This design comes from an exercise in tuning for small area, a short achievable clock period and few clock cycles per item on the open sky130 flow, not from production work.

Setup of run a:
// GCD_full
module GCD_full
(
input [31:0] x_i,
input [31:0] y_i,
input calculate_new,
input clk,
input rstn,
output [31:0] data_o,
output data_ready_reg
);
Size: roughly 100 I/O pins, about 0.0079 sq mm of cells after synthesis.
==> module GCD_full, before the edit <==
module GCD_full
(
input [31:0] x_i,
input [31:0] y_i,
input calculate_new,
input clk,
input rstn,
output [31:0] data_o,
output data_ready_reg
);
localparam W = 33;
reg         busy;     
reg         fin;      
reg         shl;      
reg  [4:0]  k;        
reg  [W-1:0] a, b;
reg  [31:0] res;
reg         use_b;    
reg         inv;      
wire ao  = a[0];
wire bo  = b[0];
wire run = ~fin & ~shl;
wire m_sub  = run & ao & bo;
wire m_both = run & ~ao & ~bo;
wire [W-1:0] bx = (b & {W{use_b}}) ^ {W{inv}};
wire [W:0]   rc = {a, 1'b1} + {bx, inv};
wire [W-1:0] r  = rc[W:1];
wire rz = &(a[W-1:1] ^ bx[W-1:1]);
wire [1:0] t = m_both ? 2'd0 : r[1] ? 2'd0 : r[2] ? 2'd1 : r[3] ? 2'd2 : 2'd3;
wire [W-1:0] r1 = {r[W-1], r[W-1:1]};
wire [W-1:0] rs = $signed(r1) >>> t;
wire kz    = (k == 5'd0);
wire k31   = (k == 5'd31);
wire done  = busy & ~run & kz;
wire step  = busy & run;
wire start = ~busy & calculate_new;
wire fin_n = step & ((m_sub & rz) | (m_both & k31));
wire shl_n = busy & ~kz & (fin | shl);
reg [W-1:0] a_n, b_n;
always @(*) begin
    if (start)                  a_n = {1'b0, x_i};
    else if (busy & ~run & ~kz) a_n = {r[W-2:0], 1'b0};
    else if (step & ~(ao & ~bo)) a_n = rs;
    else                        a_n = a;
    if (start)                  b_n = {1'b0, y_i};
    else if (step & ~bo)        b_n = {b[W-1], b[W-1:1]};
    else if ((m_sub & (r[W-1] ^ a[W-1])) | (busy & fin)) b_n = a;
    else                        b_n = b;
end
assign data_ready_reg = done;
assign data_o = res;
always @(posedge clk or negedge rstn) begin
    if (!rstn) begin
        busy <= 1'b0;
        fin  <= 1'b0;
        shl  <= 1'b0;
    end else begin
        if (start) busy <= 1'b1;
        else if (done) busy <= 1'b0;
        fin <= fin_n;
        shl <= shl_n;
    end
end
always @(posedge clk) begin
    a <= a_n;
    b <= b_n;
    use_b <= a_n[0] | fin_n;
    inv   <= fin_n ? b_n[W-1] : ~(a_n[W-1] ^ b_n[W-1]);
    if (start) k <= 5'd0;
    else if (busy & ~run & ~kz) k <= k - 5'd1;
    else if (m_both & ~k31 & busy) k <= k + 5'd1;
    if (done) res <= r[31:0];
end
endmodule
Settings: LEC_CHECK=0, CAP_MARGIN=20, CORE_MARGIN=2, CORE_UTILIZATION=40, SLEW_MARGIN=20; clock period 3.6 ns.
run.sh (not shown) runs the stock make flow with config.mk's settings and CLKGATE_MAP_FILE= SYNTH_SCRIPT=/design/flow/synth_recipe.tcl, a recipe that flattens the netlist after the stock synthesis.
Edits applied to the flow inputs when going from run a to run b:
--- a/flow/design.v
+++ b/flow/design.v
@@ -22,13 +22,15 @@
 wire run = ~fin & ~shl;
 wire m_sub  = run & ao & bo;
 wire m_both = run & ~ao & ~bo;
-wire [W-1:0] bx = (b & {W{use_b}}) ^ {W{inv}};
+wire [W-1:0] bx = b ^ {W{inv}};
 wire [W:0]   rc = {a, 1'b1} + {bx, inv};
 wire [W-1:0] r  = rc[W:1];
 wire rz = &(a[W-1:1] ^ bx[W-1:1]);
-wire [1:0] t = m_both ? 2'd0 : r[1] ? 2'd0 : r[2] ? 2'd1 : r[3] ? 2'd2 : 2'd3;
-wire [W-1:0] r1 = {r[W-1], r[W-1:1]};
-wire [W-1:0] rs = $signed(r1) >>> t;
+wire [W-1:0] q  = use_b ? r : a;
+wire [1:0] t = m_both ? 2'd0 : q[1] ? 2'd0 : q[2] ? 2'd1 : q[3] ? 2'd2 : 2'd3;
+wire [W-1:0] r1 = {q[W-1], q[W-1:1]};
+wire [W+2:0] rx = {{3{q[W-1]}}, r1} >> t;
+wire [W-1:0] rs = rx[W-1:0];
 wire kz    = (k == 5'd0);
 wire k31   = (k == 5'd31);
 wire done  = busy & ~run & kz;
### Flow results
What the final checks of run b revealed, after a flow that finished every stage, was a layout that fails on negative setup slack. Compared to run a, run b leaves less free space in the core. Taking run a as the reference, in run b cell count after synthesis rose about 3.7%; area of the multi-input gates went up by 23%. Of the two candidates, run a has the better worst setup slack and run b the worse one. Comparing share of final layout cell area taken by non-clock buffers for run b and run a, the bigger number came from run b. Cmp run b and run a / required time at the endpoint of the critical path / lower: run a. Global-route wire length before repair: run b higher than run a.
Function was not checked in any run of this note: the RTL went through the layout flow alone.

[afterwards: timing with drivers on the ports]
The flow's constraints put no driver on any port. The routed layouts listed below were extracted and timed again, unchanged, in two steps. Step 1, drivers: a clkbuf_16 drives clk and a buf_2 each remaining input, both assumed. Step 2, shift: input delay + t, output delay - t, t = (earliest + latest rising clock arrival at the registers) / 2. This alone moves slack from input paths to output paths. Three values: ideal ports, drivers, drivers and shift; two values: the first two.
run	t, ns	setup slack, ns	worst setup path after step 2
run a	0.405	0.121 / 0.121 / 0.121	register to register
run b	0.410	-0.161 / -0.161 / -0.161	register to register
